What follows belongs to an exercise in optimizing a design on an open flow for small area; a production flow would make more cautious choices.
Only simulation tests tie the RTL to the original design; equivalence was not proved.
Power and IR drop assume default switching activity.

### design.v
module md_sad8(a, b, s, c, p);
  input [63:0] a;
  input [63:0] b;
  output [10:0] s;
  output [10:0] c;
  output [3:0] p;
  wire ns1 = a[0] ^ b[0];
  wire nc2 = a[0] & b[0];
  wire ns3 = a[1] ^ b[1] ^ nc2;
  wire nc4 = (a[1] & b[1]) | (a[1] & nc2) | (b[1] & nc2);
  wire ns5 = a[2] ^ b[2] ^ nc4;
  wire nc6 = (a[2] & b[2]) | (a[2] & nc4) | (b[2] & nc4);
  wire ns7 = a[3] ^ b[3] ^ nc6;
  wire nc8 = (a[3] & b[3]) | (a[3] & nc6) | (b[3] & nc6);
  wire ns9 = a[4] ^ b[4] ^ nc8;
  wire nc10 = (a[4] & b[4]) | (a[4] & nc8) | (b[4] & nc8);
  wire ns11 = a[5] ^ b[5] ^ nc10;
  wire nc12 = (a[5] & b[5]) | (a[5] & nc10) | (b[5] & nc10);
  wire ns13 = a[6] ^ b[6] ^ nc12;
  wire nc14 = (a[6] & b[6]) | (a[6] & nc12) | (b[6] & nc12);
  wire ns15 = a[7] ^ b[7] ^ nc14;
  wire nc16 = (a[7] & b[7]) | (a[7] & nc14) | (b[7] & nc14);
  wire nv17 = ns1 ^ ~nc16;
  wire nv18 = ns3 ^ ~nc16;
  wire nv19 = ns5 ^ ~nc16;
  wire nv20 = ns7 ^ ~nc16;
  wire nv21 = ns9 ^ ~nc16;
  wire nv22 = ns11 ^ ~nc16;
  wire nv23 = ns13 ^ ~nc16;
  wire nv24 = ns15 ^ ~nc16;
  wire ns25 = a[8] ^ b[8];
  wire nc26 = a[8] & b[8];
  wire ns27 = a[9] ^ b[9] ^ nc26;
  wire nc28 = (a[9] & b[9]) | (a[9] & nc26) | (b[9] & nc26);
  wire ns29 = a[10] ^ b[10] ^ nc28;
  wire nc30 = (a[10] & b[10]) | (a[10] & nc28) | (b[10] & nc28);
  wire ns31 = a[11] ^ b[11] ^ nc30;
  wire nc32 = (a[11] & b[11]) | (a[11] & nc30) | (b[11] & nc30);
  wire ns33 = a[12] ^ b[12] ^ nc32;
  wire nc34 = (a[12] & b[12]) | (a[12] & nc32) | (b[12] & nc32);
  wire ns35 = a[13] ^ b[13] ^ nc34;
  wire nc36 = (a[13] & b[13]) | (a[13] & nc34) | (b[13] & nc34);
  wire ns37 = a[14] ^ b[14] ^ nc36;
  wire nc38 = (a[14] & b[14]) | (a[14] & nc36) | (b[14] & nc36);
  wire ns39 = a[15] ^ b[15] ^ nc38;
  wire nc40 = (a[15] & b[15]) | (a[15] & nc38) | (b[15] & nc38);
  wire nv41 = ns25 ^ ~nc40;
  wire nv42 = ns27 ^ ~nc40;
  wire nv43 = ns29 ^ ~nc40;
  wire nv44 = ns31 ^ ~nc40;
  wire nv45 = ns33 ^ ~nc40;
  wire nv46 = ns35 ^ ~nc40;
  wire nv47 = ns37 ^ ~nc40;
  wire nv48 = ns39 ^ ~nc40;
  wire ns49 = a[16] ^ b[16];
  wire nc50 = a[16] & b[16];
  wire ns51 = a[17] ^ b[17] ^ nc50;
  wire nc52 = (a[17] & b[17]) | (a[17] & nc50) | (b[17] & nc50);
  wire ns53 = a[18] ^ b[18] ^ nc52;
  wire nc54 = (a[18] & b[18]) | (a[18] & nc52) | (b[18] & nc52);
  wire ns55 = a[19] ^ b[19] ^ nc54;
  wire nc56 = (a[19] & b[19]) | (a[19] & nc54) | (b[19] & nc54);
  wire ns57 = a[20] ^ b[20] ^ nc56;
  wire nc58 = (a[20] & b[20]) | (a[20] & nc56) | (b[20] & nc56);
  wire ns59 = a[21] ^ b[21] ^ nc58;
  wire nc60 = (a[21] & b[21]) | (a[21] & nc58) | (b[21] & nc58);
  wire ns61 = a[22] ^ b[22] ^ nc60;
  wire nc62 = (a[22] & b[22]) | (a[22] & nc60) | (b[22] & nc60);
  wire ns63 = a[23] ^ b[23] ^ nc62;
  wire nc64 = (a[23] & b[23]) | (a[23] & nc62) | (b[23] & nc62);
  wire nv65 = ns49 ^ ~nc64;
  wire nv66 = ns51 ^ ~nc64;
  wire nv67 = ns53 ^ ~nc64;
  wire nv68 = ns55 ^ ~nc64;
  wire nv69 = ns57 ^ ~nc64;
  wire nv70 = ns59 ^ ~nc64;
  wire nv71 = ns61 ^ ~nc64;
  wire nv72 = ns63 ^ ~nc64;
  wire ns73 = a[24] ^ b[24];
  wire nc74 = a[24] & b[24];
  wire ns75 = a[25] ^ b[25] ^ nc74;
  wire nc76 = (a[25] & b[25]) | (a[25] & nc74) | (b[25] & nc74);
  wire ns77 = a[26] ^ b[26] ^ nc76;
  wire nc78 = (a[26] & b[26]) | (a[26] & nc76) | (b[26] & nc76);
  wire ns79 = a[27] ^ b[27] ^ nc78;
  wire nc80 = (a[27] & b[27]) | (a[27] & nc78) | (b[27] & nc78);
  wire ns81 = a[28] ^ b[28] ^ nc80;
  wire nc82 = (a[28] & b[28]) | (a[28] & nc80) | (b[28] & nc80);
  wire ns83 = a[29] ^ b[29] ^ nc82;
  wire nc84 = (a[29] & b[29]) | (a[29] & nc82) | (b[29] & nc82);
  wire ns85 = a[30] ^ b[30] ^ nc84;
  wire nc86 = (a[30] & b[30]) | (a[30] & nc84) | (b[30] & nc84);
  wire ns87 = a[31] ^ b[31] ^ nc86;
  wire nc88 = (a[31] & b[31]) | (a[31] & nc86) | (b[31] & nc86);
  wire nv89 = ns73 ^ ~nc88;
  wire nv90 = ns75 ^ ~nc88;
  wire nv91 = ns77 ^ ~nc88;
  wire nv92 = ns79 ^ ~nc88;
  wire nv93 = ns81 ^ ~nc88;
  wire nv94 = ns83 ^ ~nc88;
  wire nv95 = ns85 ^ ~nc88;
  wire nv96 = ns87 ^ ~nc88;
  wire ns97 = a[32] ^ b[32];
  wire nc98 = a[32] & b[32];
  wire ns99 = a[33] ^ b[33] ^ nc98;
  wire nc100 = (a[33] & b[33]) | (a[33] & nc98) | (b[33] & nc98);
  wire ns101 = a[34] ^ b[34] ^ nc100;
  wire nc102 = (a[34] & b[34]) | (a[34] & nc100) | (b[34] & nc100);
  wire ns103 = a[35] ^ b[35] ^ nc102;
  wire nc104 = (a[35] & b[35]) | (a[35] & nc102) | (b[35] & nc102);
  wire ns105 = a[36] ^ b[36] ^ nc104;
  wire nc106 = (a[36] & b[36]) | (a[36] & nc104) | (b[36] & nc104);
  wire ns107 = a[37] ^ b[37] ^ nc106;
  wire nc108 = (a[37] & b[37]) | (a[37] & nc106) | (b[37] & nc106);
  wire ns109 = a[38] ^ b[38] ^ nc108;
  wire nc110 = (a[38] & b[38]) | (a[38] & nc108) | (b[38] & nc108);
  wire ns111 = a[39] ^ b[39] ^ nc110;
  wire nc112 = (a[39] & b[39]) | (a[39] & nc110) | (b[39] & nc110);
  wire nv113 = ns97 ^ ~nc112;
  wire nv114 = ns99 ^ ~nc112;
  wire nv115 = ns101 ^ ~nc112;
  wire nv116 = ns103 ^ ~nc112;
  wire nv117 = ns105 ^ ~nc112;
  wire nv118 = ns107 ^ ~nc112;
  wire nv119 = ns109 ^ ~nc112;
  wire nv120 = ns111 ^ ~nc112;
  wire ns121 = a[40] ^ b[40];
  wire nc122 = a[40] & b[40];
  wire ns123 = a[41] ^ b[41] ^ nc122;
  wire nc124 = (a[41] & b[41]) | (a[41] & nc122) | (b[41] & nc122);
  wire ns125 = a[42] ^ b[42] ^ nc124;
  wire nc126 = (a[42] & b[42]) | (a[42] & nc124) | (b[42] & nc124);
  wire ns127 = a[43] ^ b[43] ^ nc126;
  wire nc128 = (a[43] & b[43]) | (a[43] & nc126) | (b[43] & nc126);
  wire ns129 = a[44] ^ b[44] ^ nc128;
  wire nc130 = (a[44] & b[44]) | (a[44] & nc128) | (b[44] & nc128);
  wire ns131 = a[45] ^ b[45] ^ nc130;
  wire nc132 = (a[45] & b[45]) | (a[45] & nc130) | (b[45] & nc130);
  wire ns133 = a[46] ^ b[46] ^ nc132;
  wire nc134 = (a[46] & b[46]) | (a[46] & nc132) | (b[46] & nc132);
  wire ns135 = a[47] ^ b[47] ^ nc134;
  wire nc136 = (a[47] & b[47]) | (a[47] & nc134) | (b[47] & nc134);
  wire nv137 = ns121 ^ ~nc136;
  wire nv138 = ns123 ^ ~nc136;
  wire nv139 = ns125 ^ ~nc136;
  wire nv140 = ns127 ^ ~nc136;
  wire nv141 = ns129 ^ ~nc136;
  wire nv142 = ns131 ^ ~nc136;
  wire nv143 = ns133 ^ ~nc136;
  wire nv144 = ns135 ^ ~nc136;
  wire ns145 = a[48] ^ b[48];
  wire nc146 = a[48] & b[48];
  wire ns147 = a[49] ^ b[49] ^ nc146;
  wire nc148 = (a[49] & b[49]) | (a[49] & nc146) | (b[49] & nc146);
  wire ns149 = a[50] ^ b[50] ^ nc148;
  wire nc150 = (a[50] & b[50]) | (a[50] & nc148) | (b[50] & nc148);
  wire ns151 = a[51] ^ b[51] ^ nc150;
  wire nc152 = (a[51] & b[51]) | (a[51] & nc150) | (b[51] & nc150);
  wire ns153 = a[52] ^ b[52] ^ nc152;
  wire nc154 = (a[52] & b[52]) | (a[52] & nc152) | (b[52] & nc152);
  wire ns155 = a[53] ^ b[53] ^ nc154;
  wire nc156 = (a[53] & b[53]) | (a[53] & nc154) | (b[53] & nc154);
  wire ns157 = a[54] ^ b[54] ^ nc156;
  wire nc158 = (a[54] & b[54]) | (a[54] & nc156) | (b[54] & nc156);
  wire ns159 = a[55] ^ b[55] ^ nc158;
  wire nc160 = (a[55] & b[55]) | (a[55] & nc158) | (b[55] & nc158);
  wire nv161 = ns145 ^ ~nc160;
  wire nv162 = ns147 ^ ~nc160;
  wire nv163 = ns149 ^ ~nc160;
  wire nv164 = ns151 ^ ~nc160;
  wire nv165 = ns153 ^ ~nc160;
  wire nv166 = ns155 ^ ~nc160;
  wire nv167 = ns157 ^ ~nc160;
  wire nv168 = ns159 ^ ~nc160;
  wire ns169 = a[56] ^ b[56];
  wire nc170 = a[56] & b[56];
  wire ns171 = a[57] ^ b[57] ^ nc170;
  wire nc172 = (a[57] & b[57]) | (a[57] & nc170) | (b[57] & nc170);
  wire ns173 = a[58] ^ b[58] ^ nc172;
  wire nc174 = (a[58] & b[58]) | (a[58] & nc172) | (b[58] & nc172);
  wire ns175 = a[59] ^ b[59] ^ nc174;
  wire nc176 = (a[59] & b[59]) | (a[59] & nc174) | (b[59] & nc174);
  wire ns177 = a[60] ^ b[60] ^ nc176;
  wire nc178 = (a[60] & b[60]) | (a[60] & nc176) | (b[60] & nc176);
  wire ns179 = a[61] ^ b[61] ^ nc178;
  wire nc180 = (a[61] & b[61]) | (a[61] & nc178) | (b[61] & nc178);
  wire ns181 = a[62] ^ b[62] ^ nc180;
  wire nc182 = (a[62] & b[62]) | (a[62] & nc180) | (b[62] & nc180);
  wire ns183 = a[63] ^ b[63] ^ nc182;
  wire nc184 = (a[63] & b[63]) | (a[63] & nc182) | (b[63] & nc182);
  wire nv185 = ns169 ^ ~nc184;
  wire nv186 = ns171 ^ ~nc184;
  wire nv187 = ns173 ^ ~nc184;
  wire nv188 = ns175 ^ ~nc184;
  wire nv189 = ns177 ^ ~nc184;
  wire nv190 = ns179 ^ ~nc184;
  wire nv191 = ns181 ^ ~nc184;
  wire nv192 = ns183 ^ ~nc184;
  wire ns193 = nv113 ^ nv137 ^ nv161;
  wire nc194 = (nv113 & nv137) | (nv113 & nv161) | (nv137 & nv161);
  wire ns195 = nv17 ^ nv185 ^ nv41;
  wire nc196 = (nv17 & nv185) | (nv17 & nv41) | (nv185 & nv41);
  wire ns197 = nv114 ^ nv138 ^ nv162;
  wire nc198 = (nv114 & nv138) | (nv114 & nv162) | (nv138 & nv162);
  wire ns199 = nv18 ^ nv186 ^ nv42;
  wire nc200 = (nv18 & nv186) | (nv18 & nv42) | (nv186 & nv42);
  wire ns201 = nv115 ^ nv139 ^ nv163;
  wire nc202 = (nv115 & nv139) | (nv115 & nv163) | (nv139 & nv163);
  wire ns203 = nv187 ^ nv19 ^ nv43;
  wire nc204 = (nv187 & nv19) | (nv187 & nv43) | (nv19 & nv43);
  wire ns205 = nv116 ^ nv140 ^ nv164;
  wire nc206 = (nv116 & nv140) | (nv116 & nv164) | (nv140 & nv164);
  wire ns207 = nv188 ^ nv20 ^ nv44;
  wire nc208 = (nv188 & nv20) | (nv188 & nv44) | (nv20 & nv44);
  wire ns209 = nv117 ^ nv141 ^ nv165;
  wire nc210 = (nv117 & nv141) | (nv117 & nv165) | (nv141 & nv165);
  wire ns211 = nv189 ^ nv21 ^ nv45;
  wire nc212 = (nv189 & nv21) | (nv189 & nv45) | (nv21 & nv45);
  wire ns213 = nv118 ^ nv142 ^ nv166;
  wire nc214 = (nv118 & nv142) | (nv118 & nv166) | (nv142 & nv166);
  wire ns215 = nv190 ^ nv22 ^ nv46;
  wire nc216 = (nv190 & nv22) | (nv190 & nv46) | (nv22 & nv46);
  wire ns217 = nv119 ^ nv143 ^ nv167;
  wire nc218 = (nv119 & nv143) | (nv119 & nv167) | (nv143 & nv167);
  wire ns219 = nv191 ^ nv23 ^ nv47;
  wire nc220 = (nv191 & nv23) | (nv191 & nv47) | (nv23 & nv47);
  wire ns221 = nv120 ^ nv144 ^ nv168;
  wire nc222 = (nv120 & nv144) | (nv120 & nv168) | (nv144 & nv168);
  wire ns223 = nv192 ^ nv24 ^ nv48;
  wire nc224 = (nv192 & nv24) | (nv192 & nv48) | (nv24 & nv48);
  wire ns225 = nv65 ^ nv89 ^ ns193;
  wire nc226 = (nv65 & nv89) | (nv65 & ns193) | (nv89 & ns193);
  wire ns227 = nv66 ^ nv90 ^ nc194;
  wire nc228 = (nv66 & nv90) | (nv66 & nc194) | (nv90 & nc194);
  wire ns229 = nc196 ^ ns197 ^ ns199;
  wire nc230 = (nc196 & ns197) | (nc196 & ns199) | (ns197 & ns199);
  wire ns231 = nv67 ^ nv91 ^ nc198;
  wire nc232 = (nv67 & nv91) | (nv67 & nc198) | (nv91 & nc198);
  wire ns233 = nc200 ^ ns201 ^ ns203;
  wire nc234 = (nc200 & ns201) | (nc200 & ns203) | (ns201 & ns203);
  wire ns235 = nv68 ^ nv92 ^ nc202;
  wire nc236 = (nv68 & nv92) | (nv68 & nc202) | (nv92 & nc202);
  wire ns237 = nc204 ^ ns205 ^ ns207;
  wire nc238 = (nc204 & ns205) | (nc204 & ns207) | (ns205 & ns207);
  wire ns239 = nv69 ^ nv93 ^ nc206;
  wire nc240 = (nv69 & nv93) | (nv69 & nc206) | (nv93 & nc206);
  wire ns241 = nc208 ^ ns209 ^ ns211;
  wire nc242 = (nc208 & ns209) | (nc208 & ns211) | (ns209 & ns211);
  wire ns243 = nv70 ^ nv94 ^ nc210;
  wire nc244 = (nv70 & nv94) | (nv70 & nc210) | (nv94 & nc210);
  wire ns245 = nc212 ^ ns213 ^ ns215;
  wire nc246 = (nc212 & ns213) | (nc212 & ns215) | (ns213 & ns215);
  wire ns247 = nv71 ^ nv95 ^ nc214;
  wire nc248 = (nv71 & nv95) | (nv71 & nc214) | (nv95 & nc214);
  wire ns249 = nc216 ^ ns217 ^ ns219;
  wire nc250 = (nc216 & ns217) | (nc216 & ns219) | (ns217 & ns219);
  wire ns251 = nv72 ^ nv96 ^ nc218;
  wire nc252 = (nv72 & nv96) | (nv72 & nc218) | (nv96 & nc218);
  wire ns253 = nc220 ^ ns221 ^ ns223;
  wire nc254 = (nc220 & ns221) | (nc220 & ns223) | (ns221 & ns223);
  wire ns255 = nc226 ^ ns227 ^ ns229;
  wire nc256 = (nc226 & ns227) | (nc226 & ns229) | (ns227 & ns229);
  wire ns257 = nc228 ^ nc230 ^ ns231;
  wire nc258 = (nc228 & nc230) | (nc228 & ns231) | (nc230 & ns231);
  wire ns259 = nc232 ^ nc234 ^ ns235;
  wire nc260 = (nc232 & nc234) | (nc232 & ns235) | (nc234 & ns235);
  wire ns261 = nc236 ^ nc238 ^ ns239;
  wire nc262 = (nc236 & nc238) | (nc236 & ns239) | (nc238 & ns239);
  wire ns263 = nc240 ^ nc242 ^ ns243;
  wire nc264 = (nc240 & nc242) | (nc240 & ns243) | (nc242 & ns243);
  wire ns265 = nc244 ^ nc246 ^ ns247;
  wire nc266 = (nc244 & nc246) | (nc244 & ns247) | (nc246 & ns247);
  wire ns267 = nc248 ^ nc250 ^ ns251;
  wire nc268 = (nc248 & nc250) | (nc248 & ns251) | (nc250 & ns251);
  wire ns269 = nc222 ^ nc224 ^ nc252;
  wire nc270 = (nc222 & nc224) | (nc222 & nc252) | (nc224 & nc252);
  wire ns271 = ns233 ^ nc256 ^ ns257;
  wire nc272 = (ns233 & nc256) | (ns233 & ns257) | (nc256 & ns257);
  wire ns273 = ns237 ^ nc258 ^ ns259;
  wire nc274 = (ns237 & nc258) | (ns237 & ns259) | (nc258 & ns259);
  wire ns275 = ns241 ^ nc260 ^ ns261;
  wire nc276 = (ns241 & nc260) | (ns241 & ns261) | (nc260 & ns261);
  wire ns277 = ns245 ^ nc262 ^ ns263;
  wire nc278 = (ns245 & nc262) | (ns245 & ns263) | (nc262 & ns263);
  wire ns279 = ns249 ^ nc264 ^ ns265;
  wire nc280 = (ns249 & nc264) | (ns249 & ns265) | (nc264 & ns265);
  wire ns281 = ns253 ^ nc266 ^ ns267;
  wire nc282 = (ns253 & nc266) | (ns253 & ns267) | (nc266 & ns267);
  wire ns283 = nc254 ^ nc268 ^ ns269;
  wire nc284 = (nc254 & nc268) | (nc254 & ns269) | (nc268 & ns269);
  wire ns285 = nc112 ^ nc136 ^ nc16;
  wire nc286 = (nc112 & nc136) | (nc112 & nc16) | (nc136 & nc16);
  wire ns287 = nc160 ^ nc184 ^ nc40;
  wire nc288 = (nc160 & nc184) | (nc160 & nc40) | (nc184 & nc40);
  wire ns289 = nc64 ^ nc88;
  wire nc290 = nc64 & nc88;
  wire ns291 = ns289 ^ ns285 ^ ns287;
  wire nc292 = (ns289 & ns285) | (ns289 & ns287) | (ns285 & ns287);
  wire ns293 = nc290 ^ nc286 ^ nc288;
  wire nc294 = (nc290 & nc286) | (nc290 & nc288) | (nc286 & nc288);
  wire ns295 = nc292 ^ ns293;
  wire nc296 = nc292 & ns293;
  wire ns297 = nc294 ^ nc296;
  wire nc298 = nc294 & nc296;
  assign p = {nc298,ns297,ns295,ns291};
  assign s = {1'b0,nc284,nc282,nc280,nc278,nc276,nc274,nc272,ns271,ns255,ns195};
  assign c = {1'b0,nc270,ns283,ns281,ns279,ns277,ns275,ns273,1'b0,1'b0,ns225};
endmodule
module md_acc(a, x, z, p, y);
  input [15:0] a;
  input [10:0] x;
  input [10:0] z;
  input [3:0] p;
  output [15:0] y;
  wire ms1 = a[0] ^ p[0] ^ x[0];
  wire mc2 = (a[0] & p[0]) | (a[0] & x[0]) | (p[0] & x[0]);
  wire ms3 = a[1] ^ p[1] ^ x[1];
  wire mc4 = (a[1] & p[1]) | (a[1] & x[1]) | (p[1] & x[1]);
  wire ms5 = a[2] ^ p[2] ^ x[2];
  wire mc6 = (a[2] & p[2]) | (a[2] & x[2]) | (p[2] & x[2]);
  wire ms7 = a[3] ^ p[3] ^ x[3];
  wire mc8 = (a[3] & p[3]) | (a[3] & x[3]) | (p[3] & x[3]);
  wire ms9 = a[4] ^ x[4] ^ z[4];
  wire mc10 = (a[4] & x[4]) | (a[4] & z[4]) | (x[4] & z[4]);
  wire ms11 = a[5] ^ x[5] ^ z[5];
  wire mc12 = (a[5] & x[5]) | (a[5] & z[5]) | (x[5] & z[5]);
  wire ms13 = a[6] ^ x[6] ^ z[6];
  wire mc14 = (a[6] & x[6]) | (a[6] & z[6]) | (x[6] & z[6]);
  wire ms15 = a[7] ^ x[7] ^ z[7];
  wire mc16 = (a[7] & x[7]) | (a[7] & z[7]) | (x[7] & z[7]);
  wire ms17 = a[8] ^ x[8] ^ z[8];
  wire mc18 = (a[8] & x[8]) | (a[8] & z[8]) | (x[8] & z[8]);
  wire ms19 = a[9] ^ x[9] ^ z[9];
  wire mc20 = (a[9] & x[9]) | (a[9] & z[9]) | (x[9] & z[9]);
  wire ms21 = a[10] ^ x[10] ^ z[10];
  wire mc22 = (a[10] & x[10]) | (a[10] & z[10]) | (x[10] & z[10]);
  wire ms23 = z[1] ^ mc2 ^ ms3;
  wire mc24 = (z[1] & mc2) | (z[1] & ms3) | (mc2 & ms3);
  wire ms25 = z[2] ^ mc4 ^ ms5;
  wire mc26 = (z[2] & mc4) | (z[2] & ms5) | (mc4 & ms5);
  wire ms27 = z[3] ^ mc6 ^ ms7;
  wire mc28 = (z[3] & mc6) | (z[3] & ms7) | (mc6 & ms7);
  wire ms29 = mc8 ^ ms9 ^ mc28;
  wire mc30 = (mc8 & ms9) | (mc8 & mc28) | (ms9 & mc28);
  wire ms31 = mc10 ^ ms11 ^ mc30;
  wire mc32 = (mc10 & ms11) | (mc10 & mc30) | (ms11 & mc30);
  wire ms33 = mc12 ^ ms13 ^ mc32;
  wire mc34 = (mc12 & ms13) | (mc12 & mc32) | (ms13 & mc32);
  wire ms35 = mc14 ^ ms15 ^ mc34;
  wire mc36 = (mc14 & ms15) | (mc14 & mc34) | (ms15 & mc34);
  wire ms37 = mc16 ^ ms17 ^ mc36;
  wire mc38 = (mc16 & ms17) | (mc16 & mc36) | (ms17 & mc36);
  wire ms39 = mc18 ^ ms19 ^ mc38;
  wire mc40 = (mc18 & ms19) | (mc18 & mc38) | (ms19 & mc38);
  wire ms41 = mc20 ^ ms21 ^ mc40;
  wire mc42 = (mc20 & ms21) | (mc20 & mc40) | (ms21 & mc40);
  wire ms43 = a[11] ^ mc22 ^ mc42;
  wire mc44 = (a[11] & mc22) | (a[11] & mc42) | (mc22 & mc42);
  wire ms45 = z[0] ^ ms1;
  wire mc46 = z[0] & ms1;
  wire ms47 = ms23 ^ mc46;
  wire mc48 = ms23 & mc46;
  wire ms49 = mc24 ^ ms25 ^ mc48;
  wire mc50 = (mc24 & ms25) | (mc24 & mc48) | (ms25 & mc48);
  wire ms51 = mc26 ^ ms27 ^ mc50;
  wire mc52 = (mc26 & ms27) | (mc26 & mc50) | (ms27 & mc50);
  wire ms53 = ms29 ^ mc52;
  wire mc54 = ms29 & mc52;
  wire ms55 = ms31 ^ mc54;
  wire mc56 = ms31 & mc54;
  wire ms57 = ms33 ^ mc56;
  wire mc58 = ms33 & mc56;
  wire ms59 = ms35 ^ mc58;
  wire mc60 = ms35 & mc58;
  wire ms61 = ms37 ^ mc60;
  wire mc62 = ms37 & mc60;
  wire ms63 = ms39 ^ mc62;
  wire mc64 = ms39 & mc62;
  wire ms65 = ms41 ^ mc64;
  wire mc66 = ms41 & mc64;
  wire ms67 = ms43 ^ mc66;
  wire mc68 = ms43 & mc66;
  wire ms69 = mc44 ^ a[12] ^ mc68;
  wire mc70 = (mc44 & a[12]) | (mc44 & mc68) | (a[12] & mc68);
  wire ms71 = a[13] ^ mc70;
  wire mc72 = a[13] & mc70;
  wire ms73 = a[14] ^ mc72;
  wire mc74 = a[14] & mc72;
  wire ms75 = a[15] ^ mc74;
  wire mc76 = a[15] & mc74;
  assign y = {ms75,ms73,ms71,ms69,ms67,ms65,ms63,ms61,ms59,ms57,ms55,ms53,ms51,ms49,ms47,ms45};
endmodule
module MotionDetection(clk, ena, rst, din1, din2, dout, state, count,
                       sr_we, sr_addr, sr_wdata, sr_rdata,
                       cr_we, cr_addr, cr_wdata, cr_rdata);
input [31:0] din1, din2;
input clk, ena, rst;
input [3:0] state;
output [31:0] dout;
input [8:0] count;
output [11:0]  sr_we;
output [83:0]  sr_addr;
output [383:0] sr_wdata;
input  [383:0] sr_rdata;
output [3:0]   cr_we;
output [27:0]  cr_addr;
output [127:0] cr_wdata;
input  [127:0] cr_rdata;
reg        page;           
reg  [3:0] slot;           
reg  [5:0] loc;            
reg  [5:0] cx, cy;         
reg  [5:0] bestx, besty;
reg [15:0] bestsad;
reg [15:0] acc0, acc1, acc2;
reg [10:0] ps0, pc0, ps1, pc1, ps2, pc2;    
reg  [3:0] pp0, pp1, pp2;                   
reg        act1, first1, act2, first2;      
reg  [5:0] mvx, mvy;
assign dout = {10'b0, mvx, 10'b0, mvy};
genvar t;
integer i;
wire ld_c  = (count >= 9'd48)  && (count < 9'd112);
wire ld_01 = (count >= 9'd160) && (count < 9'd224);
wire ld_11 = (count >= 9'd272) && (count < 9'd336);
wire ld_12 = (count >= 9'd384) && (count < 9'd448);
wire ld_21 = (count >= 9'd448);
wire [3:0] lr = count[5:2] + (ld_c ? 4'd4 : ld_01 ? 4'd8 : ld_11 ? 4'd12 : 4'd0);
wire [1:0] lk = count[1:0];
wire tx0 = ld_c  | ld_11 | ld_12;
wire tx1 = ld_01 | ld_11 | ld_21;
wire tx2 = ld_01 | ld_12 | ld_21;
wire [1:0] ty0 = ld_c  ? 2'd0 : ld_11 ? 2'd1 : 2'd2;
wire [1:0] ty1 = ld_01 ? 2'd0 : ld_11 ? 2'd1 : 2'd2;
wire [1:0] ty2 = ld_01 ? 2'd0 : ld_12 ? 2'd1 : 2'd2;
wire [31:0] wd2   = ld_12 ? din1 : din2;        
wire [31:0] bus01 = lk[1] ? din1 : din2;
wire [31:0] bus23 = lk[1] ? din2 : wd2;
wire [31:0] bus45 = lk[1] ? wd2  : din1;
reg  [5:0] lwe;
reg  [6:0] laddr [0:5];
always @* begin
  lwe[0] = (tx0 & lk == 2'd0) | (tx1 & lk == 2'd2);
  laddr[0] = lk[1] ? {1'b1, ty1, lr} : {1'b0, ty0, lr};
  lwe[1] = (tx0 & lk == 2'd1) | (tx1 & lk == 2'd3);
  laddr[1] = lk[1] ? {1'b1, ty1, lr} : {1'b0, ty0, lr};
  lwe[2] = (tx0 & lk == 2'd2) | (tx2 & lk == 2'd0);
  laddr[2] = lk[1] ? {1'b0, ty0, lr} : {1'b1, ty2, lr};
  lwe[3] = (tx0 & lk == 2'd3) | (tx2 & lk == 2'd1);
  laddr[3] = lk[1] ? {1'b0, ty0, lr} : {1'b1, ty2, lr};
  lwe[4] = (tx1 & lk == 2'd0) | (tx2 & lk == 2'd2);
  laddr[4] = lk[1] ? {1'b1, ty2, lr} : {1'b0, ty1, lr};
  lwe[5] = (tx1 & lk == 2'd1) | (tx2 & lk == 2'd3);
  laddr[5] = lk[1] ? {1'b1, ty2, lr} : {1'b0, ty1, lr};
end
wire [1:0] step = (slot >= 4'd9) ? 2'd3 : (slot >= 4'd6) ? 2'd2 : (slot >= 4'd3) ? 2'd1 : 2'd0;
wire [1:0] grow = slot - {step, 1'b0} - {2'b0, step};    
wire       run  = (slot < 4'd12);
wire       last = (loc == ((grow == 2'd2 || slot == 4'd0) ? 6'd36 : 6'd34));
always @(posedge clk) begin
  if (ena) begin
    if (count == 9'd511) begin
      slot <= 4'd0;
      loc <= 6'd0;
    end else if (run & last) begin
      if (slot != 4'd0 || count == 9'd111) begin
        slot <= slot + 4'd1;
        loc <= 6'd0;
      end
    end else if (run) begin
      loc <= loc + 6'd1;
    end
  end
end
wire st0 = (step == 2'd0), st1 = (step == 2'd1), st2 = (step == 2'd2), st3 = (step == 2'd3);
wire [5:0] s = {2'b0, st0, st1, st2, st3};
wire [5:0] xl = cx - s;
wire [5:0] xr = cx + s;
wire       act = run & (loc < 6'd32);
wire [3:0] rr = loc[4:1];
wire       rh = loc[0];
wire [5:0] gy = cy + (grow == 2'd0 ? -s : grow == 2'd1 ? 6'd0 : s);    
wire [5:0] ry = gy + {2'b0, rr};
wire [5:0] xb = xl + {1'b0, rh, 3'b0};        
wire [3:0] q0 = xb[5:2];
wire       cv = xl[2];
generate
for (t = 0; t < 12; t = t + 1) begin : sr
  localparam M = t % 6;
  wire ldset = (t < 6) ? ~page : page;       
  assign sr_we[t] = ena & ldset & lwe[M];
  assign sr_addr[7*t+6:7*t] = ldset ? laddr[M] : {(q0 > M), ry};
  assign sr_wdata[32*t+31:32*t] = (M < 2) ? bus01 : (M < 4) ? bus23 : bus45;
end
for (t = 0; t < 2; t = t + 1) begin : cr
  assign cr_we[t] = ena & ld_c;
  assign cr_addr[7*t+6:7*t] = ld_c ? {page, lk[0] ^ t[0], lr, lk[1]} : {~page, cv, rr, rh};
  assign cr_wdata[32*t+31:32*t] = ~din1;
end
endgenerate
assign cr_we[3:2] = 2'b00;
assign cr_addr[27:14] = 14'd0;
assign cr_wdata[127:64] = 128'd0;
reg  [5:0] base0, base1, base2;    
reg  [1:0] st1r, dd;               
always @(posedge clk) begin
  base0 <= xl + {1'b0, rh, 3'b0};
  base1 <= cx + {1'b0, rh, 3'b0};
  base2 <= xr + {1'b0, rh, 3'b0};
  st1r <= step;
  dd <= xl[1:0];
  act1 <= act;
  first1 <= act & (loc == 6'd0);
  act2 <= act1;
  first2 <= first1;
end
wire sd0 = (st1r == 2'd0), sd1 = (st1r == 2'd1), sd2 = (st1r == 2'd2), sd3 = (st1r == 2'd3);
wire [31:0] wset [0:5];
generate
for (t = 0; t < 6; t = t + 1) begin : ws
  assign wset[t] = page ? sr_rdata[32*t+31:32*t] : sr_rdata[32*(t+6)+31:32*(t+6)];
end
endgenerate
wire [3:0] rl = {sd3 & dd[1], sd3 & ~dd[1], sd2, sd0 | sd1};          
wire [2:0] rc = {sd1 | sd2 | (sd3 & dd[1]), sd3 & ~dd[1], sd0};        
wire [3:0] rq = {sd3 & dd[1], sd3 & ~dd[1], sd2, sd0 | sd1};          
wire [7:0] cl8 [0:7];
generate
for (t = 0; t < 8; t = t + 1) begin : cl
  wire [31:0] cw = cr_rdata[32*(t/4)+31:32*(t/4)];
  assign cl8[t] = cw[31-8*(t%4) -: 8];
end
endgenerate
wire [63:0] wa0, wa1, wa2, cb0, cb1, cb2;
function [2:0] mod3oh; input [2:0] v;
  mod3oh = {v == 3'd2 || v == 3'd5, v == 3'd1 || v == 3'd4, v == 3'd0 || v == 3'd3};
endfunction
function [7:0] therm; input [2:0] v;    
  therm = ~(8'hff << v);
endfunction
wire [2:0] bk0 = mod3oh(base0[5:3]), bk1 = mod3oh(base1[5:3]), bk2 = mod3oh(base2[5:3]);
wire [7:0] th0 = therm(base0[2:0]), th1 = therm(base1[2:0]), th2 = therm(base2[2:0]);
generate
for (t = 0; t < 8; t = t + 1) begin : lane
  wire [2:0] o0 = th0[t] ? {bk0[1:0], bk0[2]} : bk0;
  wire [2:0] o1 = th1[t] ? {bk1[1:0], bk1[2]} : bk1;
  wire [2:0] o2 = th2[t] ? {bk2[1:0], bk2[2]} : bk2;
  localparam G = t / 4, B = t % 4;
  wire [7:0] wb0 = wset[G][31-8*B -: 8];
  wire [7:0] wb1 = wset[G+2][31-8*B -: 8];
  wire [7:0] wb2 = wset[G+4][31-8*B -: 8];
  assign wa0[8*t+7:8*t] = ({8{o0[0]}} & wb0) | ({8{o0[1]}} & wb1) | ({8{o0[2]}} & wb2);
  assign wa1[8*t+7:8*t] = ({8{o1[0]}} & wb0) | ({8{o1[1]}} & wb1) | ({8{o1[2]}} & wb2);
  assign wa2[8*t+7:8*t] = ({8{o2[0]}} & wb0) | ({8{o2[1]}} & wb1) | ({8{o2[2]}} & wb2);
  assign cb0[8*t+7:8*t] = ({8{rl[0]}} & cl8[t]) | ({8{rl[1]}} & cl8[(t+6)%8]) |
                          ({8{rl[2]}} & cl8[(t+7)%8]) | ({8{rl[3]}} & cl8[(t+5)%8]);
  assign cb1[8*t+7:8*t] = ({8{rc[0]}} & cl8[t]) | ({8{rc[1]}} & cl8[(t+6)%8]) |
                          ({8{rc[2]}} & cl8[(t+4)%8]);
  assign cb2[8*t+7:8*t] = ({8{rq[0]}} & cl8[t]) | ({8{rq[1]}} & cl8[(t+2)%8]) |
                          ({8{rq[2]}} & cl8[(t+5)%8]) | ({8{rq[3]}} & cl8[(t+3)%8]);
end
endgenerate
wire [10:0] s0, c0, s1, c1, s2, c2;
wire [3:0]  p0, p1, p2;
md_sad8 u0 (.a(wa0), .b(cb0), .s(s0), .c(c0), .p(p0));
md_sad8 u1 (.a(wa1), .b(cb1), .s(s1), .c(c1), .p(p1));
md_sad8 u2 (.a(wa2), .b(cb2), .s(s2), .c(c2), .p(p2));
always @(posedge clk) begin
  ps0 <= s0; pc0 <= c0; pp0 <= p0;
  ps1 <= s1; pc1 <= c1; pp1 <= p1;
  ps2 <= s2; pc2 <= c2; pp2 <= p2;
end
wire [15:0] a0, a1, a2;
md_acc v0 (.a(first2 ? 16'd0 : acc0), .x(ps0), .z(pc0), .p(pp0), .y(a0));
md_acc v1 (.a(first2 ? 16'd0 : acc1), .x(ps1), .z(pc1), .p(pp1), .y(a1));
md_acc v2 (.a(first2 ? 16'd0 : acc2), .x(ps2), .z(pc2), .p(pp2), .y(a2));
always @(posedge clk) begin
  if (ena & act2) begin
    acc0 <= a0;
    acc1 <= a1;
    acc2 <= a2;
  end
end
reg  [4:0]  cpipe;                 
reg  [5:0]  cgy;                   
reg         cg0, cg2;              
always @(posedge clk) begin
  cpipe <= {cpipe[3:0], act & (loc == 6'd31)};
  if (act & (loc == 6'd31)) begin
    cgy <= gy;
    cg0 <= (grow == 2'd0);
    cg2 <= (grow == 2'd2);
  end
end
wire        cmp0 = cpipe[2], cmp1 = cpipe[3], cmp2 = cpipe[4];
wire [15:0] cand = cmp0 ? acc0 : cmp1 ? acc1 : acc2;
wire [15:0] bref = (cmp0 & cg0) ? 16'hffff : bestsad;
wire        lt = (cmp0 | cmp1 | cmp2) & (cand < bref);
wire [5:0]  cxu = cmp0 ? xl : cmp1 ? cx : xr;
wire [5:0]  nbx = lt ? cxu : bestx;
wire [5:0]  nby = lt ? cgy : besty;
always @(posedge clk) begin
  if (ena) begin
    if (lt) begin
      bestsad <= cand;
      bestx <= cxu;
      besty <= cgy;
    end
    if (count == 9'd511) begin
      cx <= 6'd16;
      cy <= 6'd16;
    end else if (cmp2 & cg2) begin
      cx <= nbx;
      cy <= nby;
    end
    if (count == 9'd507) begin
      mvx <= bestx;
      mvy <= besty;
    end
  end
end
always @(posedge clk or negedge rst) begin
  if (~rst)
    page <= 1'b0;
  else if (ena && count == 9'd511)
    page <= ~page;
end
endmodule
### flow/run.sh
#!/bin/bash
# Standard layout (the standard.sh) with two changes:
#  - the port buffers that ORFS's buffer_ports inserts on every input and output
#    are sky130_fd_sc_hd__buf_1;
#  - synthesis maps the logic with flow/abc_area.script (an area-oriented ABC
#    script) instead of ORFS's abc_area.script. Everything else, registers
#    included, is the standard synthesis.
set -euo pipefail
here=$(pwd)
mkdir -p scripts
for f in "$FLOW_HOME"/scripts/*; do ln -sf "$f" scripts/; done
rm -f scripts/abc_area.script
cp flow/abc_area.script scripts/abc_area.script
bash standard.sh SCRIPTS_DIR="$here/scripts" \
  BUFFER_PORTS_ARGS="-buffer_cell sky130_fd_sc_hd__buf_1" finish > orfs_make.log 2>&1
### flow/abc_area.script
strash
&get -n
&st
&dch
&nf
&put
topo
stime -c
upsize -c
dnsize -c
### standard.sh
#!/bin/bash
# synth_recipe.tcl (not shown) runs the flow's synth.tcl, then flattens the netlist and writes it again
# the make line also repeats each setting of config.mk as NAME=value (left out here)
make -C /OpenROAD-flow-scripts/flow DESIGN_CONFIG=/design/flow/config.mk WORK_HOME=/design/flow/orfs CLKGATE_MAP_FILE= SYNTH_SCRIPT=/design/flow/synth_recipe.tcl "${@:-finish}"
### config.mk
export PLATFORM = sky130hd
export DESIGN_NAME = MotionDetection
export DESIGN_NICKNAME = MotionDetection
export VERILOG_FILES = /design/flow/design.v
export SDC_FILE = /design/flow/constraint.sdc
export NUM_CORES = 8
export LEC_CHECK = 0
export ABC_AREA = 1
export CAP_MARGIN = 20
export CORE_AREA = 10 10 440 440
export CTS_BUF_LIST = sky130_fd_sc_hd__clkbuf_4 sky130_fd_sc_hd__clkbuf_8
export DIE_AREA = 0 0 450 450
export PLACE_DENSITY = 0.85
export SLEW_MARGIN = 20
### constraint.sdc
create_clock -name core_clock -period 10.0 [get_ports {clk}]
set_input_delay 2.0000 -clock core_clock [delete_from_list [all_inputs] [get_ports {clk}]]
set_output_delay 2.0000 -clock core_clock [all_outputs]
set_load 0.01 [all_outputs]
==> reports/summary.txt, run 1 <==
Status = finished clean
Maximum clock rate = 110 MHz
R2R Path End = ps1[8]
Seq/Total Area, Yosys = 16.7%
RSZ-0062 raised after global routing = false
Final routed DRC violation total = 0
Endpoints failing hold = 0
Setup TNS = 0 ns
Comb pwr share = 71.2%
GRT Total Usage = 20.9%
Crit-path max FO = 12
Synthesis-to-layout area growth = 17.9%
Most frequent CP cell = fa_1
Height of the die = 450 um
Kind of critical path = reg -> reg
Crit-path slowest cell = dfxtp_1
CTS buffer count = 34
Int Pwr = 4.21 mW
Postcts setup bufs = 0
Synthesized area = 32600 um2
Crit. End Element = register
Largest net degree at the start of global routing = 78
Clk sinks = 213
Layout cells sized above 1 = 5.11%
Initial antenna violation count = 56
Finished Layout Cells = 6867
Slew @ Worst Pin = 1.38 ns
# setup viols final = 0
Worst slew margin = 7.80%
Starting density of the core = 17.8%
R2R setup slack = 0.89 ns
MaxCap Viol Count = 0
Synth Register Bits = 213
ANT nets after route = 0
Total die area = 203000 um2
Layout net count = 5470
Vias = 32100
Worst skew pair latency = 0.58 ns
Syn_area_per_cell = 9.36 um2
Clk pwr share = 9.2%
Slew Viols, Final = 0
Hold_buf cts = 0
Global-route wire length before repair = 291000 um
Startpoint types = register
Psw = 4.19 mW
Reg power frac = 19.6%
HP Class = reg -> reg
Worst vdd ir = 202 uV
Final instance area = 38400 um2
Most frequent cells in the layout = buf_1, nand2_1, fa_1, clkinv_1, o221ai_1
Dpl hpwl = 195000 um
I/O pins = 1264
Power Dens Cells = 218 nW/um2
Footprint of the multi-input gates = 22700 um2
GRT overflow = 0
Most common flop cell mapped by yosys = edfxtp_1
R2R Path Start = base1[2]
DR WL/cell = 32.6 um
Vias in the first global route = 32500
# resized after CTS = 0
Clock Path Buffers = 3
FP Rows = 157
Hold_sp = cpipe[1]
Via density = 4.68
Fin Clk Skew = 0.0621 ns
Core ar. = 183000 um2
Placer Congestion = 1.13
CTS tree = done
First drt pass iteration count = 13
Placed Cells = 6786
Ys Warns = 2
Root Driver = clkbuf_8
EDFF count, synth = 118
Hold Path End = cpipe[2]
Area after DPL = 37700 um2
Commonest non-fill, non-tap cell in the layout = buf_1
Crit path cell chain = nor2_1 -> o21ai_0 -> o221ai_1 -> ha_1 -> fa_1 -> fa_1 -> fa_1 -> fa_1 -> fa_1 -> fa_1 -> fa_1 -> xnor2_1 -> fa_1 -> clkinv_1 -> fa_1 -> fa_1 -> clkinv_1 -> fa_1
Leak = 13.7 nW
Register area = 5450 um2
DR iter-0 viols = 4786
Max incr delay on CP = 1.02 ns
Unique masters post-synth = 55
Die Wd = 450 um
I/O Buffers = 1095
Post-layout min period = 9.11 ns
Htree depth = 2
Power Total = 8.40 mW
Switching Share = 49.9%
Period utilisation layout = 91.1%
Clock-pin transition on the worst setup and hold timing paths = 0.07 ns
CP required = 10.45 ns
Fillers = 20300
CP Data Arrival Time = 9.56 ns
Routed WL = 224000 um
R2R depth = 18
Hold depth = 0
FFs w/ async S/R, synth = 0.469%
Post-synthesis cell count = 3485
-- worst max path at each step --
| stage | slack, ns | to | from | depth (start not counted) |
|---|---|---|---|---|
| 6_report | 0.89 | ps1[8] | base1[2] | 18 |
| 5_1_grt | 0.71 | pc1[7] | base1[2] | 18 |
| 3_5_place_dp | 0.61 | pc1[7] | cr_rdata[0] | 18 |
| 4_1_cts | 1.19 | pc1[3] | base1[2] | 18 |
| 3_3_place_gp | 0.66 | ps0[2] | sr_rdata[112] | 18 |
| 2_1_floorplan | 0.57 | pc1[3] | st1r[0] | 19 |
-- layout make-up --
type	count	area share (%)
multi-input combinational	2518	59.1
sequential	213	14.2
timing repair buffer	1217	13.2
tap	2464	8.02
inverter	374	3.65
clock buffer	49	1.58
clock inverter	13	0.212
antenna	19	0.124
-- layer usage --
metal | track usage, % | wire (um)
met1 | 27.4 | 94600
met2 | 31.1 | 94100
met3 | 7.51 | 24000
met4 | 7.97 | 11000
met5 | 0 | 128
-- metrics by stage --
stage | utilization (%) | setup WS [ns] | hold slack, ns
CTS | 20.9 | 1.19 | 0.335
finish | 20.9 | 0.889 | 0.336
global route | 20.9 | 0.713 | 0.333
global placement | 20.5 | 0.656 | 0.312
floorplan | - | 0.572 | 0.310
detailed placement | 20.5 | 0.613 | 0.315
-- power groups by stage --
| stage | registers (mW) | logic [mW] | clock network, mW |
|---|---|---|---|
| 2_1_floorplan | 1.60 | 4.00 | 0 |
| 3_3_place_gp | 1.66 | 5.63 | 0 |
| 3_5_place_dp | 1.66 | 5.90 | 0 |
| 4_1_cts | 1.65 | 5.92 | 0.789 |
| 5_1_grt | 1.66 | 6.73 | 0.823 |
| 6_report | 1.64 | 5.98 | 0.776 |
-- cells by family after synthesis --
group	synth area share [%]
other	0.0115
AO/OA/AOI/OAI	12.9
AND/OR/NAND/NOR	11.1
flip-flops	16.7
multiplexers	9.03
adder cells (fa/ha/maj)	28.8
buffers and inverters	15.3
XOR/XNOR	6.09
-- critical path, delay by kind of cell, from the launching register on --
kind / cells / cell delay [ns]
simple gates: 1 / 0.27
fa+ha+maj: 12 / 6.14
compound gates: 2 / 1.05
flops: 1 / 1.02
buf+inv: 2 / 0.26
xor+xnor: 1 / 0.26
-- state kept, by name (all words and copies together) (netlist names), 8 cells and up --
signal and count:
pc2 8, acc0 16, acc1 16, bestsad 16, ps1 10, ps2 10
pc0 8, ps0 10, pc1 8, acc2 16
-- Yosys cell counts, types with 4 or more instances --
| cell | count | area, um2 |
|---|---|---|
| clkinv_1 | 373 | 1400 |
| o221ai_1 | 186 | 1630 |
| a222oi_1 | 61 | 611 |
| or2_0 | 10 | 62.6 |
| nand2b_1 | 13 | 81.3 |
| ha_1 | 135 | 1690 |
| nor2_1 | 143 | 537 |
| and4_1 | 4 | 35.0 |
| xor2_1 | 94 | 823 |
| a21o_1 | 10 | 75.1 |
| edfxtp_1 | 118 | 3540 |
| xnor2_1 | 130 | 1140 |
| nand4_1 | 12 | 75.1 |
| nor3_1 | 28 | 140 |
| nand3_1 | 115 | 576 |
| nor2b_1 | 50 | 313 |
| dfxtp_1 | 94 | 1880 |
| o21ai_0 | 53 | 265 |
| mux2_1 | 136 | 1530 |
| o22ai_1 | 4 | 25.0 |
| nand2_1 | 427 | 1600 |
| mux2i_1 | 139 | 1390 |
| buf_4 | 479 | 3600 |
| fa_1 | 385 | 7710 |
| a21oi_1 | 125 | 626 |
| and2_0 | 14 | 87.6 |
| a22oi_1 | 102 | 766 |
==> run 2: changes to the inputs <==
--- a/config.mk
+++ b/config.mk
@@ -10,3 +10,2 @@
 export CORE_AREA = 10 10 440 440
-export CTS_BUF_LIST = sky130_fd_sc_hd__clkbuf_4 sky130_fd_sc_hd__clkbuf_8
 export DIE_AREA = 0 0 450 450
==> run 2 against run 1 <==
Effect of this change: first-iteration DRC count down 9.1%; clock power grew 14%; sequential power hardly changed; die area unchanged; core utilization about the same; critical endpoint is now pc1[7]; largest power group unchanged.
==> reports/summary.txt, run 2 <==
Most common flop cell mapped by yosys = edfxtp_1
Slew Viols, Final = 0
Crit. End Element = register
Dpl hpwl = 195000 um
Maximum clock rate = 110 MHz
Kind of critical path = reg -> reg
RSZ-0062 raised after global routing = false
Period utilisation layout = 91.3%
Height of the die = 450 um
Global-route wire length before repair = 291000 um
CP required = 10.41 ns
Via density = 4.66
Synthesis-to-layout area growth = 18.1%
Hold_buf cts = 0
Vias in the first global route = 32400
Slew @ Worst Pin = 1.40 ns
Unique masters post-synth = 55
ANT nets after route = 0
FFs w/ async S/R, synth = 0.469%
Leak = 13.7 nW
Finished Layout Cells = 6842
Cell accounting for the most synthesized area = fa_1
Core ar. = 183000 um2
Total die area = 203000 um2
Worst slew margin = 6.72%
Die Wd = 450 um
Clock-pin transition on the worst setup and hold timing paths = 0.07 ns
I/O Buffers = 1095
Startpoint types = register
Setup TNS = 0 ns
Power Dens Cells = 222 nW/um2
DR iter-0 viols = 4352
Synth cell count leaders = buf_4, nand2_1, fa_1
I/O pins = 1264
MaxCap Viol Count = 0
# setup viols final = 0
Layout cells sized above 1 = 4.59%
Root Driver = clkbuf_16
Most common cell in the netlist = buf_4
GRT Total Usage = 20.9%
Largest net degree at the start of global routing = 78
Status = finished clean
Seq/Total Area, Yosys = 16.7%
Placer Congestion = 1.13
Synthesized area = 32600 um2
Syn_area_per_cell = 9.36 um2
Worst vdd ir = 204 uV
Final instance area = 38500 um2
Crit-path max FO = 12
CTS buffer count = 21
Vias = 31900
Ys Warns = 2
Layout net count = 5457
Placed Cells = 6786
Initial antenna violation count = 53
First drt pass iteration count = 13
EDFF count, synth = 118
HP Class = reg -> reg
Worst skew pair latency = 0.53 ns
Area after DPL = 37700 um2
Routed WL = 224000 um
Post-layout min period = 9.13 ns
Most frequent cells in the layout = buf_1, nand2_1, fa_1, clkinv_1, o221ai_1
Clk sinks = 213
Endpoints failing hold = 0
Postcts setup bufs = 0
Commonest non-fill, non-tap cell in the layout = buf_1
Synth Register Bits = 213
Clock Path Buffers = 3
Htree depth = 1
CP Data Arrival Time = 9.54 ns
Final routed DRC violation total = 0
FP Rows = 157
GRT overflow = 0
# resized after CTS = 0
Starting density of the core = 17.8%
CTS tree = done
Top cell type's share of synthesized area = 23.6%
DR WL/cell = 32.7 um
Post-synthesis cell count = 3485
Largest cells by area after synthesis = fa_1, buf_4, edfxtp_1, dfxtp_1, ha_1
Fin Clk Skew = 0.0320 ns
Power Total = 8.54 mW
run 2: cell counts after synthesis:
Identical to the previous run, type by type.
run 2: power by group:
group	internal, mW	switching (mW)	leakage (nW)
Combinational	2.34	3.66	11.4
Clock	0.524	0.360	0.358
Sequential	1.48	0.167	1.89
Total	4.34	4.19	13.7
run 2: logic make-up after synthesis:
logic type	synth area share [%]
buffers and inverters	15.3
AND/OR/NAND/NOR	11.1
AO/OA/AOI/OAI	12.9
adder cells (fa/ha/maj)	28.8
multiplexers	9.03
XOR/XNOR	6.09
flip-flops	16.7
other	0.0115
run 2: through the flow:
stage	util [%]	hold slack, ns	worst slack [ns]
after global routing	21.0	0.346	0.712
final	21.0	0.337	0.875
after CTS	20.9	0.335	1.15
after global placement	20.5	0.312	0.656
after detailed placement	20.5	0.315	0.613
after floorplan	-	0.310	0.572
run 2: metal layers:
layer / share of wire [%] / global-route usage, % / up-vias
li1: - / - / 13400
met1: 42 / 27.5 / 15600
met2: 42 / 31.0 / 2372
met3: 11 / 7.36 / 517
met4: 5.0 / 7.93 / 18
met5: 0.071 / 0.142 / -
run 2: final timing paths:
check / startpoint / endpoint / slack (ns) / cells past startpoint
min in group asynchronous: rst / page / 1.28 / 1
hold / removal: act1 / act2 / 0.34 / 0
setup / recovery: base1[2] / pc1[7] / 0.87 / 18
max in group asynchronous: rst / page / 8.55 / 1
setup reg to reg: base1[2] / pc1[7] / 0.87 / 18
hold reg to reg: act1 / act2 / 0.34 / 0
run 2: worst max-delay path, cell delays in order (launching register included):
cell,delay [ns]
dfxtp_1,1.02
nor2_1,0.27
o21ai_0,0.75
o221ai_1,0.31
ha_1,0.28
fa_1,0.45
fa_1,0.52
fa_1,0.51
fa_1,0.47
fa_1,0.46
fa_1,0.46
fa_1,0.69
xnor2_1,0.26
fa_1,0.82
clkinv_1,0.17
fa_1,0.47
fa_1,0.53
clkinv_1,0.09
fa_1,0.47
run 2: area by class of cell:
class	instances	area, um2
Fill cell	20200	145000
Multi-Input combinational cell	2518	22700
Sequential cell	213	5450
Clock inverter	13	195
Tap cell	2464	3080
Timing Repair Buffer	1217	5050
Clock buffer	25	551
Antenna cell	18	45.0
Inverter	374	1400
==> run 3: changes to the inputs <==
--- a/config.mk
+++ b/config.mk
@@ -10,2 +10,4 @@
 export CORE_AREA = 10 10 440 440
+export CTS_BUF_LIST = sky130_fd_sc_hd__clkbuf_8 sky130_fd_sc_hd__clkbuf_16
+export CTS_CLUSTER_SIZE = 40
 export DIE_AREA = 0 0 450 450
==> run 3 against run 2 <==
Effect of this change: core utilization did not move; synthesized cell count did not move; still clean; clock-buffer cell count down 3; worst setup slack got worse by 0.0025 ns.
==> reports/summary.txt, run 3 <==
Status = finished clean
Proportion of synthesized area in mux cells = 9.03%
Seq/Total Area, Yosys = 16.7%
Dpl hpwl = 195000 um
# resized after CTS = 0
Height of the die = 450 um
RSZ-0062 raised after global routing = false
Final instance area = 38500 um2
Crit-path max FO = 12
Die Wd = 450 um
Synth cell count leaders = buf_4, nand2_1, fa_1
Commonest non-fill, non-tap cell in the layout = buf_1
Largest family of logic cells by synthesized area = adder cells
Initial antenna violation count = 53
Layout cells sized above 1 = 4.59%
Most common cell in the netlist = buf_4
Placed Cells = 6786
Final routed DRC violation total = 0
Synth Register Bits = 213
Htree depth = 1
Placement Setup Slack = 0.613 ns
Hold_buf cts = 0
Largest cells by area after synthesis = fa_1, buf_4, edfxtp_1, dfxtp_1, ha_1
Post-Synth XOR/XNOR Area = 6.09%
Global-route wire length before repair = 291000 um
CTS tree = done
Most common flop cell mapped by yosys = edfxtp_1
CP Data Arrival Time = 9.54 ns
ANT nets after route = 0
Compound-Gate Fraction of Synth Area = 12.9%
Crit. End Element = register
Startpoint types = register
First drt pass iteration count = 15
Endpoints failing hold = 0
Leak = 13.7 nW
Power Dens Cells = 222 nW/um2
CP required = 10.41 ns
FFs w/ async S/R, synth = 0.469%
Adder-cell area share of the yosys netlist = 28.8%
Postcts setup bufs = 0
Maximum clock rate = 110 MHz
Vias = 31900
Unique masters post-synth = 55
Setup TNS = 0 ns
Period utilisation layout = 91.3%
Slew Viols, Final = 0
Worst vdd ir = 204 uV
GRT Total Usage = 20.9%
Via density = 4.66
Slew @ Worst Pin = 1.40 ns
Placer Congestion = 1.13
Largest net degree at the start of global routing = 78
Ys Warns = 2
I/O Buffers = 1095
Starting density of the core = 17.8%
Top cell type's share of synthesized area = 23.6%
I/O pins = 1264
Finished Layout Cells = 6842
Synth Area in Simple Gates = 11.1%
FP Rows = 157
Worst skew pair latency = 0.53 ns
MaxCap Viol Count = 0
Cell accounting for the most synthesized area = fa_1
Area after DPL = 37700 um2
Total die area = 203000 um2
Core ar. = 183000 um2
Clock Path Buffers = 3
Worst slew margin = 6.72%
HP Class = reg -> reg
GRT overflow = 0
Post-layout min period = 9.13 ns
Synthesis-to-layout area growth = 18.1%
Routed WL = 224000 um
# setup viols final = 0
EDFF count, synth = 118
CTS buffer count = 21
Fin Clk Skew = 0.0323 ns
Synthesized area = 32600 um2
Clk sinks = 213
Clock-pin transition on the worst setup and hold timing paths = 0.07 ns
DR iter-0 viols = 4348
Vias in the first global route = 32400
Final Util = 21.0%
Syn_area_per_cell = 9.36 um2
Most frequent cells in the layout = buf_1, nand2_1, fa_1, clkinv_1, o221ai_1
Post-synthesis cell count = 3485
Final Worst Setup Slack = 0.872 ns
Root Driver = clkbuf_16
Kind of critical path = reg -> reg
Layout net count = 5457
DR WL/cell = 32.7 um
-- run 3: cell counts after synthesis --
Identical to the previous run, type by type.
-- run 3: stage by stage --
stage	power, mW	hold WS, ns
final	8.53	0.337
after global routing	9.34	0.346
after CTS	8.50	0.335
after detailed placement	7.56	0.315
after global placement	7.28	0.312
after floorplan	5.60	0.310
-- run 3: kinds of logic (layout without fill, tap and decap cells) --
logic type,after synthesis,count (layout)
buffers and inverters,853,1629
DFF,213,213
adders and majority gates,520,520
muxes,277,277
and+or+nand+nor,829,829
xor gates and xnor gates,225,225
other,1,118
AOI/OAI and AO/OA,567,567
-- run 3: critical path: stages, from the launching register on --
cell and delay [ns]:
dfxtp_1 1.03, nor2_1 0.27, o21ai_0 0.76, o221ai_1 0.31, ha_1 0.28, fa_1 0.45
fa_1 0.52, fa_1 0.51, fa_1 0.47, fa_1 0.46, fa_1 0.46, fa_1 0.68
xnor2_1 0.26, fa_1 0.82, clkinv_1 0.17, fa_1 0.47, fa_1 0.53, clkinv_1 0.09
fa_1 0.47
-- run 3: metal layers --
metal  vias to the layer above  track usage, %  share of wire, %
li1                      13400               -                 -
met1                     15600            27.5                42
met2                      2383            31.0                42
met3                       518            7.36                11
met4                        18            7.93               5.0
met5                         -           0.142             0.071
-- run 3: worst paths after layout --
path	start	end	slack [ns]	cells after the start
min in group asynchronous	rst	page	1.28	1
hold / removal	act1	act2	0.34	0
setup / recovery	base1[2]	pc1[7]	0.87	18
max in group asynchronous	rst	page	8.55	1
setup reg to reg	base1[2]	pc1[7]	0.87	18
hold reg to reg	act1	act2	0.34	0
-- run 3: area by class of cell --
type,count,area [um2]
tap,2464,3080
sequential,213,5450
timing repair buffer,1217,5050
inverter,374,1400
multi-input combinational,2518,22700
clock inverter,16,206
antenna,18,45.0
fill,20200,145000
clock buffer,22,539
-- run 3: where the power goes --
part / internal [mW] / leakage [nW] / switching [mW]
Sequential: 1.48 / 1.89 / 0.167
Clock: 0.521 / 0.370 / 0.361
Combinational: 2.35 / 11.4 / 3.66
Total: 4.34 / 13.7 / 4.19
==> run 4: changes to the inputs <==
--- a/config.mk
+++ b/config.mk
@@ -9,7 +9,5 @@
 export CAP_MARGIN = 20
-export CORE_AREA = 10 10 440 440
-export CTS_BUF_LIST = sky130_fd_sc_hd__clkbuf_8 sky130_fd_sc_hd__clkbuf_16
-export CTS_CLUSTER_SIZE = 40
-export DIE_AREA = 0 0 450 450
-export PLACE_DENSITY = 0.85
+export CORE_AREA = 5 5 435 435
+export DIE_AREA = 0 0 440 440
+export PLACE_DENSITY = 0.92
 export SLEW_MARGIN = 20
==> run 4 against run 3 <==
Effect of this change: still clean; combinational power about the same; worst setup slack better by 0.11 ns; clock-buffer cell count increased by 4; area after synthesis stayed put; clock skew shrank 0.0083 ns; clock power shrank 7.1%; sequential power barely moved; register-to-register slack better by 0.11 ns; flip-flop and latch count is the same; power down 0.91%; global-route usage increased by 1.1 points.
==> reports/summary.txt, run 4 <==
CTS buffer count = 21
CP required = 10.42 ns
Max incr delay on CP = 0.76 ns
Synthesized area = 32600 um2
Crit-path slowest cell = a21oi_2
Commonest non-fill, non-tap cell in the layout = buf_1
Via density = 4.66
Top cell type's share of synthesized area = 23.6%
Global-route wire length before repair = 284000 um
Starting density of the core = 17.8%
DR iter-0 viols = 4481
Most frequent cells in the layout = buf_1, nand2_1, fa_1, clkinv_1, o221ai_1
Htree depth = 1
Fin Clk Skew = 0.0241 ns
Worst vdd ir = 168 uV
Unique masters post-synth = 55
Dpl hpwl = 195000 um
Slew Viols, Final = 0
Worst slew margin = 12.8%
Most frequent CP cell = fa_1
Core ar. = 183000 um2
CP top delay family = adder cells
Crit-path max FO = 9
Endpoints failing hold = 0
Leak = 13.6 nW
# setup viols final = 0
Die Wd = 440 um
R2R depth = 21
# resized after CTS = 0
GRT Total Usage = 21.9%
Setup TNS = 0 ns
Postcts setup bufs = 0
CP Depth = 21
Most common flop cell mapped by yosys = edfxtp_1
First drt pass iteration count = 14
Hold_buf cts = 0
CP Data Arrival Time = 9.43 ns
Post-synthesis cell count = 3485
Startpoint types = register
Critical Path Start = base0[4]
I/O Buffers = 1095
Seq/Total Area, Yosys = 16.7%
HP Class = reg -> reg
DR WL/cell = 32.7 um
Largest cells by area after synthesis = fa_1, buf_4, edfxtp_1, dfxtp_1, ha_1
R2R setup slack = 0.98 ns
Kind of critical path = reg -> reg
Maximum clock rate = 111 MHz
CP Capture Point = pc0[4]
FP Rows = 157
R2R Path End = pc0[4]
Root Driver = clkbuf_16
Final routed DRC violation total = 0
Worst skew pair latency = 0.54 ns
Synthesis-to-layout area growth = 17.7%
Area after DPL = 37600 um2
Vias = 31900
Power Total = 8.46 mW
Clk sinks = 213
Syn_area_per_cell = 9.36 um2
Cell accounting for the most synthesized area = fa_1
Synth Register Bits = 213
Synth cell count leaders = buf_4, nand2_1, fa_1
Most common cell in the netlist = buf_4
Footprint of the multi-input gates = 22700 um2
I/O pins = 1264
Placer Congestion = 1.05
Slew @ Worst Pin = 1.31 ns
Power Dens Cells = 220 nW/um2
EDFF count, synth = 118
Routed WL = 224000 um
Number of buffers and inverters on the critical path = 2
Largest net degree at the start of global routing = 83
Crit path cell chain = nand2b_1 -> nor2_1 -> a21oi_2 -> nor2_1 -> a21oi_1 -> o221ai_1 -> ha_1 -> fa_1 -> fa_1 -> fa_1 -> fa_1 -> fa_1 -> fa_1 -> fa_1 -> xnor2_1 -> fa_1 -> clkinv_1 -> fa_1 -> fa_1 -> clkinv_1 -> fa_1
Register area = 5450 um2
Clock Path Buffers = 3
Post-layout min period = 9.02 ns
CTS tree = done
MaxCap Viol Count = 0
RSZ-0062 raised after global routing = false
Layout cells sized above 1 = 4.21%
Status = finished clean
ANT nets after route = 0
Clock-pin transition on the worst setup and hold timing paths = 0.07 ns
FFs w/ async S/R, synth = 0.469%
Final instance area = 38400 um2
Total die area = 194000 um2
Layout net count = 5443
Initial antenna violation count = 75
R2R Path Start = base0[4]
Crit. End Element = register
GRT overflow = 0
Vias in the first global route = 30900
Height of the die = 440 um
Fillers = 20300
Period utilisation layout = 90.2%
Ys Warns = 2
run 4: kinds of logic (layout without fill, tap and decap cells):
logic type / count (synthesis) / in the layout / share of synthesized area, %
and+or+nand+nor: 829 / 829 / 11.1
other: 1 / 134 / 0.0115
adders and majority gates: 520 / 520 / 28.8
DFF: 213 / 213 / 16.7
buffers and inverters: 853 / 1615 / 15.3
AOI/OAI and AO/OA: 567 / 567 / 12.9
muxes: 277 / 277 / 9.03
xor gates and xnor gates: 225 / 225 / 6.09
run 4: per-stage QoR:
| stage | utilization [%] | std cells | setup slack (ns) | hold WS (ns) |
|---|---|---|---|---|
| floorplan | - | 3584 | 0.572 | 0.310 |
| global placement | 20.5 | 6771 | 0.664 | 0.310 |
| detailed placement | 20.5 | 6771 | 0.605 | 0.314 |
| CTS | 20.9 | 6809 | 1.07 | 0.335 |
| global route | 20.9 | 6831 | 0.802 | 0.344 |
| finish | 20.9 | 6844 | 0.985 | 0.332 |
run 4: layout make-up:
class	instances	area share, %
Multi-Input combinational cell	2518	59.2
Sequential cell	213	14.2
Timing Repair Buffer	1203	12.9
Tap cell	2464	8.03
Inverter	374	3.66
Clock buffer	26	1.47
Clock inverter	12	0.333
Antenna cell	34	0.222
run 4: report_power, final:
group	leakage, nW	internal [mW]	switching, mW	total [mW]
logic	11.3	2.31	3.69	6.00
clock network	0.336	0.440	0.378	0.819
registers	1.89	1.48	0.159	1.64
total	13.6	4.23	4.23	8.46
run 4: per-layer routing:
| metal | vias to the layer above | part of all wire, % | track usage (%) |
|---|---|---|---|
| li1 | 13300 | - | - |
| met1 | 15700 | 41 | 28.3 |
| met2 | 2416 | 40 | 30.6 |
| met3 | 475 | 13 | 8.89 |
| met4 | 28 | 6.2 | 12.2 |
| met5 | - | 0.33 | 2.27 |
run 4: how the worst min path moves through the flow:
stage	slack, ns	start	end	cells after the start
2_1_floorplan	0.31	act1	act2	0
3_3_place_gp	0.31	cpipe[0]	cpipe[1]	0
3_5_place_dp	0.31	first1	first2	0
4_1_cts	0.34	first1	first2	0
5_1_grt	0.34	act1	act2	0
6_report	0.33	first1	first2	0

afterwards: timing with drivers on the ports:
No port has a modelled driver above. Below, the same layouts with a new extraction and two added sets of constraints.
Step 1 sets driving cells, clkbuf_16 on the clock port and buf_2 on the other inputs (assumed; they add their load-dependent delay and slew).
Step 2, shift: input delay + t, output delay - t, t = (earliest + latest rising clock arrival at the registers) / 2. This alone moves slack from input paths to output paths.
Three values: ideal ports, drivers, drivers and shift; two values: the first two.
| run | t, ns | setup slack, ns | worst register clock-pin slew, ns |
|---|---|---|---|
| run 1 | 0.619 | 0.889 / 0.889 / 0.334 | 0.07 / 0.07 |
| run 2 | 0.589 | 0.875 / 0.875 / 0.378 | 0.07 / 0.07 |
| run 3 | 0.589 | 0.872 / 0.872 / 0.370 | 0.07 / 0.07 |
| run 4 | 0.597 | 0.985 / 0.985 / 0.512 | 0.08 / 0.08 |
After both steps every run listed still meets setup and hold. For run 1, which loses most, drivers alone change the setup slack by 0.000 ns; drivers and shift together by -0.555 ns.
